This is an optimization exercise on Yosys and OpenROAD, whose aim is small area, not a production implementation. In this exercise RTL edits were held to simulation tests only and were not proved equivalent to the original. No driver is modelled on the clock port, so clock power and skew are understated where the tree is cut down; a real chip needs a root buffer or a tree. Power and IR drop assume default switching activity.

Setup of job 2965:
## ROM
module ROM (
    input wire sys_clk,
    input wire sys_rst_n,
    input wire [1:0] key,
    output wire stcp,
    output wire shcp,
    output wire ds,
    output wire oe
);
Size: ~310 cells after synthesis, about 64 flip-flops, ~8 I/O pins, roughly 0.0026 mm² of cells after synthesis.
export LEC_CHECK = 0
export CAP_MARGIN = 20
export CORE_MARGIN = 2
export CORE_UTILIZATION = 70
export GPL_TIMING_DRIVEN = 0
export SLEW_MARGIN = 20
create_clock -name core_clock -period 5.0 [get_ports {sys_clk}]
standard.sh (not shown) runs the stock make flow with config.mk's settings and CLKGATE_MAP_FILE= SYNTH_SCRIPT=/design/flow/synth_recipe.tcl, a recipe that flattens the netlist after the stock synthesis.
==> flow/flow/run.sh <==
#!/bin/bash
# Own layout flow: the standard flow (standard.sh) with two changes.
# 1. Synthesis: the standard synthesis script, with only the ABC mapping
#    script swapped for an area-oriented one (flow/abc_area.script). The
#    registers, their names and cells are those of the standard synthesis.
# 2. Clock tree: made by flow/manual_cts.tcl (run as cts.tcl's PRE_CTS_TCL
#    hook) instead of TritonCTS: the registers are split by position into
#    4 groups, each driven by one clock buffer at its centre; the clock port
#    drives only those 4 buffers. Every register gets the clock through one
#    buffer of the same kind.
# 3. Port buffers: every input and output port still gets a buffer, of the
#    smallest buffer cell (buf_1) instead of the default choice.
# Each step's full output goes to a log file in the work folder.
set -euo pipefail
W=$PWD
F=$W/flow
cat > "$W/area_synth.tcl" <<EOT
proc abc {args} {
  set i [lsearch -exact \$args -script]
  if {\$i >= 0} { lset args [expr {\$i + 1}] $F/abc_area.script }
  yosys abc {*}\$args
}
source $W/synth_recipe.tcl
EOT
export MANUAL_CTS_NET=sys_clk MANUAL_CTS_N=2 MANUAL_CTS_BUF=sky130_fd_sc_hd__clkbuf_16
bash "$W/standard.sh" synth "SYNTH_SCRIPT=$W/area_synth.tcl" > "$W/synth.log" 2>&1
bash "$W/standard.sh" finish "SYNTH_SCRIPT=$W/area_synth.tcl" "PRE_CTS_TCL=$F/manual_cts.tcl" "BUFFER_PORTS_ARGS=-buffer_cell sky130_fd_sc_hd__buf_1" > "$W/layout.log" 2>&1
==> flow/flow/abc_area.script <==
strash
dch
map -a
mfs2 -W 4 -M 5000
strash
dch
map -a
mfs2 -W 4
strash
dch -f
map -a
topo
dnsize
==> flow/flow/manual_cts.tcl <==
# Clock tree made here instead of by TritonCTS (run as cts.tcl's PRE_CTS_TCL
# hook): the clock pins are split into MANUAL_CTS_N groups by position
# (k-means), and one clock buffer (MANUAL_CTS_BUF) at the centre of each group
# drives that group's clock pins. The clock port drives only these buffers,
# so every register gets the clock through exactly one buffer.
set block [ord::get_db_block]
set db [ord::get_db]
set clk [$block findNet $::env(MANUAL_CTS_NET)]
set master [$db findMaster $::env(MANUAL_CTS_BUF)]
set k $::env(MANUAL_CTS_N)
set sinks [$clk getITerms]
set xs {}
set ys {}
foreach it $sinks {
  set b [[$it getInst] getBBox]
  lappend xs [expr {([$b xMin] + [$b xMax]) / 2.0}]
  lappend ys [expr {([$b yMin] + [$b yMax]) / 2.0}]
}
set n [llength $sinks]
# initial centres: sinks spread along the sorted x order
set order [lsort -real -indices $xs]
set cx {}
set cy {}
for {set c 0} {$c < $k} {incr c} {
  set i [lindex $order [expr {int(($c + 0.5) * $n / $k)}]]
  lappend cx [lindex $xs $i]
  lappend cy [lindex $ys $i]
}
for {set iter 0} {$iter < 50} {incr iter} {
  set asg {}
  for {set i 0} {$i < $n} {incr i} {
    set best 0
    set bd 1e30
    for {set c 0} {$c < $k} {incr c} {
      set d [expr {abs([lindex $xs $i] - [lindex $cx $c]) + abs([lindex $ys $i] - [lindex $cy $c])}]
      if {$d < $bd} { set bd $d; set best $c }
    }
    lappend asg $best
  }
  for {set c 0} {$c < $k} {incr c} {
    set sx 0.0; set sy 0.0; set m 0
    for {set i 0} {$i < $n} {incr i} {
      if {[lindex $asg $i] == $c} {
        set sx [expr {$sx + [lindex $xs $i]}]; set sy [expr {$sy + [lindex $ys $i]}]; incr m
      }
    }
    if {$m > 0} { lset cx $c [expr {$sx / $m}]; lset cy $c [expr {$sy / $m}] }
  }
}
for {set c 0} {$c < $k} {incr c} {
  set buf [odb::dbInst_create $block $master clkbuf_manual_$c]
  set net [odb::dbNet_create $block clknet_manual_$c]
  $net setSigType CLOCK
  [$buf findITerm A] connect $clk
  [$buf findITerm X] connect $net
  set m 0
  for {set i 0} {$i < $n} {incr i} {
    if {[lindex $asg $i] == $c} {
      set it [lindex $sinks $i]
      $it disconnect
      $it connect $net
      incr m
    }
  }
  $buf setLocation [expr {int([lindex $cx $c])}] [expr {int([lindex $cy $c])}]
  $buf setPlacementStatus PLACED
  puts "manual clock tree: buffer $c ([$master getName]) drives $m clock pins"
}
proc clock_tree_synthesis {args} { puts "clock_tree_synthesis skipped: clock tree made by manual_cts.tcl" }
set_propagated_clock [all_clocks]
Changes in job 6839 relative to job 2965:
==> flow/flow/run.sh <==
#!/bin/bash
set -euo pipefail
W=$PWD
F=$W/flow
cat > "$W/area_synth.tcl" <<EOT
proc abc {args} {
  set i [lsearch -exact \$args -script]
  if {\$i >= 0} { lset args [expr {\$i + 1}] $F/abc_area.script }
  yosys abc {*}\$args
}
source $W/synth_recipe.tcl
EOT
export MANUAL_CTS_NET=sys_clk MANUAL_CTS_N=2 MANUAL_CTS_BUF=sky130_fd_sc_hd__clkbuf_16
bash "$W/standard.sh" synth "SYNTH_SCRIPT=$W/area_synth.tcl" > "$W/synth.log" 2>&1
bash "$W/standard.sh" finish "SYNTH_SCRIPT=$W/area_synth.tcl" "PRE_CTS_TCL=$F/manual_cts.tcl" "BUFFER_PORTS_ARGS=-buffer_cell sky130_fd_sc_hd__buf_1" > "$W/layout.log" 2>&1
## What came out
From job 2965 to job 6839, routed metal-1 wire length did not move at all. Compared job 6839 against job 2965; final-report max-slew violation count within noise. From job 6839 to job 2965, portion of the post-synthesis area used by sequential elements did not move at all. Reported for job 2965 and job 6839, sequential share of layout area turned out identical to the last digit. Re hold buffer count at cts: no difference whatsoever between job 2965 and job 6839. Reported for job 2965 and job 6839, switching power total turned out identical to the last digit. As far as overall routed net length goes, job 6839 and job 2965 are indistinguishable; the numbers are identical.
For job 506, these inputs were changed with respect to job 6839:
# job 6839
export LEC_CHECK = 0
export CAP_MARGIN = 20
export CORE_MARGIN = 2
export CORE_UTILIZATION = 70
export GPL_TIMING_DRIVEN = 0
export SLEW_MARGIN = 20
create_clock -name core_clock -period 5.0 [get_ports {sys_clk}]
# job 506
export LEC_CHECK = 0
export CAP_MARGIN = 20
export CORE_MARGIN = 2
export CORE_UTILIZATION = 90
export GPL_TIMING_DRIVEN = 0
export SLEW_MARGIN = 20
create_clock -name core_clock -period 5.0 [get_ports {sys_clk}]
-- flow/flow/run.sh --
<<< job 6839, line 13
export MANUAL_CTS_NET=sys_clk MANUAL_CTS_N=2 MANUAL_CTS_BUF=sky130_fd_sc_hd__clkbuf_16
>>> job 506, line 13
export MANUAL_CTS_NET=sys_clk MANUAL_CTS_N=1 MANUAL_CTS_BUF=sky130_fd_sc_hd__clkbuf_16
-- flow/flow/abc_area.script --
<<< job 6839, line 12
>>> job 506, line 12
mfs2 -W 4
strash
dch -f
map -a
Notes after the runs:
Job 506 did not run to completion, as it errored out during global placement without I/O.
Compared with job 6839, job 506 shows row count lower by 3.
Per the comparison of job 506 with job 6839, starting density of the core higher; netlist area before placement dropped 0.43%; overall die height lower; net count after synthesis now smaller; simple logic cell fraction of the synthesized area climbed 0.57 points.
Looking at job 6839 and job 506, the synthesized area per cell is a wash.
Job 6839 → job 506: distinct cell type count of the synthesized netlist now sits lower, x dimension of the die now sits lower, proportion of synthesized chip area in sequential cells now sits higher, synthesized cell count now sits lower.
## Diff of input files: job 4480 against job 506
# job 506
export LEC_CHECK = 0
export CAP_MARGIN = 20
export CORE_MARGIN = 2
export CORE_UTILIZATION = 90
export GPL_TIMING_DRIVEN = 0
export SLEW_MARGIN = 20
create_clock -name core_clock -period 5.0 [get_ports {sys_clk}]
# job 4480
export LEC_CHECK = 0
export CAP_MARGIN = 20
export CORE_MARGIN = 2
export CORE_UTILIZATION = 70
export GPL_TIMING_DRIVEN = 0
export SLEW_MARGIN = 20
create_clock -name core_clock -period 5.0 [get_ports {sys_clk}]
-- flow/flow/run.sh --
<<< job 506, line 2
>>> job 4480, line 2
# Own layout flow: the standard flow (standard.sh) with two changes.
# 1. Synthesis: the standard synthesis script, with only the ABC mapping
#    script swapped for an area-oriented one (flow/abc_area.script). The
#    registers, their names and cells are those of the standard synthesis.
# 2. Clock tree: made by flow/manual_cts.tcl (run as cts.tcl's PRE_CTS_TCL
#    hook) instead of TritonCTS: the registers are split by position into
#    4 groups, each driven by one clock buffer at its centre; the clock port
#    drives only those 4 buffers. Every register gets the clock through one
#    buffer of the same kind.
# 3. Port buffers: every input and output port still gets a buffer, of the
#    smallest buffer cell (buf_1) instead of the default choice.
# Each step's full output goes to a log file in the work folder.
<<< job 506, line 13
export MANUAL_CTS_NET=sys_clk MANUAL_CTS_N=1 MANUAL_CTS_BUF=sky130_fd_sc_hd__clkbuf_16
>>> job 4480, line 25
export MANUAL_CTS_NET=sys_clk MANUAL_CTS_N=4 MANUAL_CTS_BUF=sky130_fd_sc_hd__clkbuf_8
-- flow/flow/abc_area.script --
<<< job 506, line 12
mfs2 -W 4
strash
dch -f
map -a
>>> job 4480, line 12
- Out of job 4480 and job 506, the only run to close with the timing, design-rule and antenna checks passing was job 4480.
- On adder-cell share of the synthesized area, job 4480 and job 506 are neck and neck.
- Compared with job 506, job 4480 shows cell count after synthesis higher by 1.
- Job 4480 vs job 506 on area after synthesis: job 4480 is the higher one.
- In job 4480 the net count of the mapped netlist turned out 1 higher than in job 506.
- Of job 4480 and job 506, the lower horizontal die dimension belongs to job 506.
- Job 4480 reports a higher synthesized-area fraction occupied by ao, oa, aoi and oai cells than job 506 does.
The clock cells of job 2965, job 6839 and job 4480 come from the design's own scripts or RTL, not from TritonCTS.

[what the ideal ports hide]
In the flow no input, the clock included, has a driving cell. The finished layouts below were timed again as built, in two steps.
Step 1 assumes that a clkbuf_16 drives the clock port and a buf_2 every other input.
Step 2, shift: input delay + t, output delay - t, t = (earliest + latest rising clock arrival at the registers) / 2. This alone moves slack from input paths to output paths.
a / b / c = ideal / step 1 / step 2; a / b = the first two.
| run | shift t [ns] | slack for setup (ns) | worst setup path at the end | latest minus earliest clock arrival (ns) | worst register clock-pin slew, ns |
|---|---|---|---|---|---|
| job 2965 | 0.212 | 1.536 / 1.508 / 1.508 | input to output | 0.007 / 0.007 | 0.11 / 0.11 |
| job 6839 | 0.212 | 1.536 / 1.508 / 1.508 | input to output | 0.007 / 0.007 | 0.11 / 0.11 |
| job 4480 | 0.210 | 1.541 / 1.514 / 1.514 | input to output | 0.029 / 0.030 | 0.12 / 0.12 |
After both steps every run listed still meets setup and hold.
